From an optimization exercise on the open Yosys and OpenROAD flow, aimed at small area and a short achievable clock period; shortcuts taken in it are not production practice. In this exercise RTL edits were held to simulation tests only and were not proved equivalent to the original.

==> wip/maple: inputs <==
Design multiplierTree, start of the top module:
module multiplierTree (
    input clk,
    input rst,
    input en,
    input [31:0] a,
    input [31:0] b,
    output reg [63:0] c
);
clock: 9.0 ns
lec_check: 0
cap_margin: 20
core_margin: 2
core_utilization: 40
setup_slack_margin: 2.0
slew_margin: 20
synth_hierarchical: 1
standard.sh (not shown) runs the stock make flow with config.mk's settings and CLKGATE_MAP_FILE= SYNTH_SCRIPT=/design/flow/synth_recipe.tcl, a recipe that flattens the netlist after the stock synthesis.
==> flow/flow/run.sh <==
#!/bin/bash
# Standard synthesis and layout; before placement every cell is set to its
# smallest drive (flow/downsize.tcl) so that repair sizes up only what timing needs.
set -euo pipefail
here=$(pwd)
bash standard.sh synth > synth.log 2>&1
export POST_FLOORPLAN_TCL=$here/flow/downsize.tcl
bash standard.sh finish POST_FLOORPLAN_TCL=$here/flow/downsize.tcl > layout.log 2>&1
==> flow/flow/downsize.tcl <==
# Set every standard cell to the smallest drive of its function before
# placement; repair_design and repair_timing then size up what needs it.
set db [ord::get_db]
set smallest [dict create]
foreach lib [$db getLibs] {
  foreach m [$lib getMasters] {
    set n [$m getName]
    if {![regexp {^(sky130_fd_sc_hd__[a-z0-9]+)_([0-9]+)$} $n -> base drv]} { continue }
    if {[string match "*lpflow*" $n] || [string match "*probe*" $n]} { continue }
    set a [expr {[$m getWidth] * [$m getHeight]}]
    if {![dict exists $smallest $base]} {
      dict set smallest $base [list $m $a $drv]
    } else {
      lassign [dict get $smallest $base] bm ba bd
      if {$a < $ba || ($a == $ba && $drv > $bd)} {
        dict set smallest $base [list $m $a $drv]
      }
    }
  }
}
set count 0
foreach inst [[ord::get_db_block] getInsts] {
  set m [$inst getMaster]
  set n [$m getName]
  if {![regexp {^(sky130_fd_sc_hd__[a-z0-9]+)_([0-9]+)$} $n -> base drv]} { continue }
  if {[string match "*df*" $base] || [string match "*clkbuf*" $base]} { continue }
  if {![dict exists $smallest $base]} { continue }
  set sm [lindex [dict get $smallest $base] 0]
  if {[$sm getName] ne $n} {
    $inst swapMaster $sm
    incr count
  }
}
puts "downsize: swapped $count instances"
==> inputs of wip/xenon, as changes to wip/maple <==
- SETUP_SLACK_MARGIN: 2.0 -> unset
==> notes.md <==
| quantity | wip/xenon | wip/maple |
|---|---|---|
| Violation count after the first detailed-routing iteration | 2386 | 2358 |
| Worst clock skew | 0.02337 ns | 0.02087 ns |
| Multi-input logic area | 21590 um2 | 22020 um2 |
| Slowest library cell on the worst path | nand2_1 | fa_1 |
| Portion of the layout cell area used by non-clock buffers | 0.06826 | 0.08457 |
| Place WS | 1.137 ns | 0.9469 ns |
| Period Utilization, post-route | 0.8783 | 0.7468 |
| Total number of multi-input combinational cells | 2260 | 2263 |
| Seq/total area | 0.09087 | 0.08918 |
| Avg Vias per Cell | 5.902 | 5.988 |
| Fraction of area in multi-input gates | 0.7576 | 0.7440 |
| Number of antenna violations at the first check in global routing | 1 | 7 |
| Terminating pin of the worst hold path | c[57]$_SDFFE_PP0P_ | c[26]$_SDFFE_PP0P_ |
| # nets final | 3374 | 3408 |
| Largest stage delay on the critical path | 0.73 ns | 0.55 ns |
| End of the critical path | c[53]$_SDFFE_PP0P_ | c[56]$_SDFFE_PP0P_ |
| Met3 wire length | 7150 um | 8956 um |
| Filler Cells Inserted | 6157 | 6076 |
| Result of the run | finished clean | finished clean |
| Area Overhead vs Synth | 9.667% | 13.91% |
| Data arrival at the endpoint of the critical path | 8.25 ns | 7.09 ns |

==> inputs of wip/violet <==
Another version of the RTL of multiplierTree (not shown whole).
// multiplierTree
module multiplierTree (
    input clk,
    input rst,
    input en,
    input [31:0] a,
    input [31:0] b,
    output reg [63:0] c
);
==> module multiplierTree, before the edit <==
module multiplierTree (
    input clk,
    input rst,
    input en,
    input [31:0] a,
    input [31:0] b,
    output reg [63:0] c
);
reg [31:0] A;
reg [31:0] B;
wire [63:0] prod;
always @(posedge clk)
begin
    if (rst) begin
        A <= 32'b0;
        B <= 32'b0;
        c <= 64'b0;
    end
    else if (en) begin
        A <= a;
        B <= b;
        c <= prod;
    end
end
wallace M64 (A, B, prod);
endmodule
export LEC_CHECK = 0
export CAP_MARGIN = 20
export CORE_MARGIN = 2
export CORE_UTILIZATION = 40
export SETUP_SLACK_MARGIN = 3.0
export SLEW_MARGIN = 20
export SYNTH_HIERARCHICAL = 1
create_clock -name core_clock -period 9.0 [get_ports {clk}]
Scripts as last shown in full above: flow/flow/run.sh, flow/flow/downsize.tcl
==> inputs of wip/sierra, as changes to wip/violet <==
--- a/flow/config.mk
+++ b/flow/config.mk
@@ -8,6 +8,6 @@
 export CAP_MARGIN = 20
 export CORE_MARGIN = 2
 export CORE_UTILIZATION = 40
-export SETUP_SLACK_MARGIN = 3.0
+export SETUP_SLACK_MARGIN = 2.5
 export SLEW_MARGIN = 20
 export SYNTH_HIERARCHICAL = 1
==> inputs of wip/nickel, as changes to wip/violet <==
--- a/flow/design.v
+++ b/flow/design.v
@@ -4754,18 +4754,28 @@
 reg [31:0] A;
 reg [31:0] B;
 wire [63:0] prod;
+wire load = en & ~rst;
+wire hold = ~en & ~rst;
+wire [31:0] nA;
+wire [31:0] nB;
+wire [63:0] nc;
+regnext #(32) nxA (load, hold, a, A, nA);
+regnext #(32) nxB (load, hold, b, B, nB);
+regnext #(64) nxc (load, hold, prod, c, nc);
 always @(posedge clk)
 begin
-    if (rst) begin
-        A <= 32'b0;
-        B <= 32'b0;
-        c <= 64'b0;
-    end
-    else if (en) begin
-        A <= a;
-        B <= b;
-        c <= prod;
-    end
+    A <= nA;
+    B <= nB;
+    c <= nc;
 end
 wallace M64 (A, B, prod);
 endmodule
+module regnext #(parameter size = 8) (
+    input load,
+    input hold,
+    input [size-1:0] d,
+    input [size-1:0] q,
+    output [size-1:0] n
+);
+assign n = ({size{load}} & d) | ({size{hold}} & q);
+endmodule
--- a/flow/config.mk
+++ b/flow/config.mk
@@ -8,6 +8,6 @@
 export CAP_MARGIN = 20
 export CORE_MARGIN = 2
 export CORE_UTILIZATION = 40
-export SETUP_SLACK_MARGIN = 3.0
+export SETUP_SLACK_MARGIN = 2.0
 export SLEW_MARGIN = 20
 export SYNTH_HIERARCHICAL = 1
==> inputs of wip/juniper, as changes to wip/violet <==
--- a/flow/design.v
+++ b/flow/design.v
@@ -4754,18 +4754,28 @@
 reg [31:0] A;
 reg [31:0] B;
 wire [63:0] prod;
+wire load = en & ~rst;
+wire hold = ~en & ~rst;
+wire [31:0] nA;
+wire [31:0] nB;
+wire [63:0] nc;
+regnext #(32) nxA (load, hold, a, A, nA);
+regnext #(32) nxB (load, hold, b, B, nB);
+regnext #(64) nxc (load, hold, prod, c, nc);
 always @(posedge clk)
 begin
-    if (rst) begin
-        A <= 32'b0;
-        B <= 32'b0;
-        c <= 64'b0;
-    end
-    else if (en) begin
-        A <= a;
-        B <= b;
-        c <= prod;
-    end
+    A <= nA;
+    B <= nB;
+    c <= nc;
 end
 wallace M64 (A, B, prod);
 endmodule
+module regnext #(parameter size = 8) (
+    input load,
+    input hold,
+    input [size-1:0] d,
+    input [size-1:0] q,
+    output [size-1:0] n
+);
+assign n = ({size{load}} & d) | ({size{hold}} & q);
+endmodule
--- a/flow/config.mk
+++ b/flow/config.mk
@@ -7,7 +7,7 @@
 export LEC_CHECK = 0
 export CAP_MARGIN = 20
 export CORE_MARGIN = 2
-export CORE_UTILIZATION = 40
-export SETUP_SLACK_MARGIN = 3.0
+export CORE_UTILIZATION = 60
+export SETUP_SLACK_MARGIN = 2.0
 export SLEW_MARGIN = 20
 export SYNTH_HIERARCHICAL = 1
==> comparison table <==
| item | wip/nickel | wip/juniper | wip/sierra | wip/violet |
|---|---|---|---|---|
| Run status | complete, no violations | complete, no violations | complete, no violations | complete, no violations |
| Via density | 6.27 | 6.96 | 6.18 | 6.29 |
| Relative area of clock buffers and inverters in the final design | 1.92% | 2.11% | 1.93% | 1.79% |
| Routed len/inst | 28.3 µm | 28.2 µm | 28.0 µm | 28.0 µm |
| Post-DP HPWL | 74.8 mm | 68.6 mm | 75.8 mm | 72.2 mm |
| Post-synth design cell area | 0.0253 mm² | 0.0253 mm² | 0.0260 mm² | 0.0260 mm² |
| Clock Latency Late Sink | 0.48 ns | 0.48 ns | 0.49 ns | 0.53 ns |
| Final worst path period share | 75.8% | 75.9% | 71.3% | 69.4% |
| Slowest library cell on the worst path | sky130_fd_sc_hd__fa_1 | sky130_fd_sc_hd__fa_1 | sky130_fd_sc_hd__dfxtp_4 | sky130_fd_sc_hd__fa_2 |
| Area of combinational cells with multiple inputs | 0.0218 mm² | 0.0216 mm² | 0.0230 mm² | 0.0244 mm² |
| Reg-to-Reg End | c[60]$_DFF_P_ | c[48]$_DFF_P_ | c[52]$_SDFFE_PP0P_ | c[44]$_SDFFE_PP0P_ |
| Cell area reported after detailed placement | 0.0274 mm² | 0.0270 mm² | 0.0280 mm² | 0.0279 mm² |
| Min Tclk post-route | 6.82 ns | 6.83 ns | 6.41 ns | 6.25 ns |
| Grt met3 use | 11.6% | 16.2% | 11.7% | 11.2% |
| Worst setup slack after layout | 2.18 ns | 2.17 ns | 2.59 ns | 2.75 ns |
| Number of combinational gates with multiple inputs | 2185 | 2181 | 2313 | 2308 |
| Die height | 256 µm | 209 µm | 259 µm | 259 µm |
| Post-route cell area | 0.0288 mm² | 0.0282 mm² | 0.0315 mm² | 0.0336 mm² |
| Fmax | 147 MHz | 146 MHz | 156 MHz | 160 MHz |
| Max Clock Skew | 0.0210 ns | 0.0110 ns | 0.0121 ns | 0.0372 ns |
| Initial cell density of the core | 40.3% | 60.5% | 40.4% | 40.4% |
| Routed via count | 22200 | 22500 | 23500 | 24200 |
| CP Data Required Time | 9.36 ns | 9.37 ns | 9.36 ns | 9.36 ns |
| Post-CTS Resized | 49 | 23 | 155 | 347 |

==> port drivers added, routing unchanged <==
No port has a modelled driver above. Below, the same layouts with a new extraction and two added sets of constraints. Step 1 (the two cells are an assumption about what drives the block):
set clk [get_ports {clk}]
set_driving_cell -lib_cell sky130_fd_sc_hd__clkbuf_16 $clk
set_driving_cell -lib_cell sky130_fd_sc_hd__buf_2 [delete_from_list [all_inputs] $clk]
Step 2 adds t to the input delays and takes it off the output delays; t is the mean of the earliest and latest rising clock arrival at the registers after step 1. Input paths then give back, and output paths get back, about the clock's delay inside the block. Three values: ideal ports, drivers, drivers and shift; two values: the first two.
run | t (ns) | setup WS [ns] | latest minus earliest clock arrival (ns) | worst register clock-pin slew, ns
wip/maple | 0.553 | 2.279 / 2.279 / 2.279 | 0.021 / 0.021 | 0.08 / 0.08
wip/xenon | 0.550 | 1.096 / 1.096 / 1.096 | 0.023 / 0.024 | 0.08 / 0.08
wip/violet | 0.572 | 2.751 / 2.751 / 2.751 | 0.038 / 0.037 | 0.10 / 0.10
wip/sierra | 0.546 | 2.587 / 2.587 / 2.587 | 0.015 / 0.015 | 0.07 / 0.07
wip/nickel | 0.532 | 2.176 / 2.176 / 2.176 | 0.021 / 0.021 | 0.07 / 0.07
wip/juniper | 0.530 | 2.170 / 2.170 / 2.170 | 0.011 / 0.011 | 0.07 / 0.07
After both steps setup and hold are still met in every run listed.
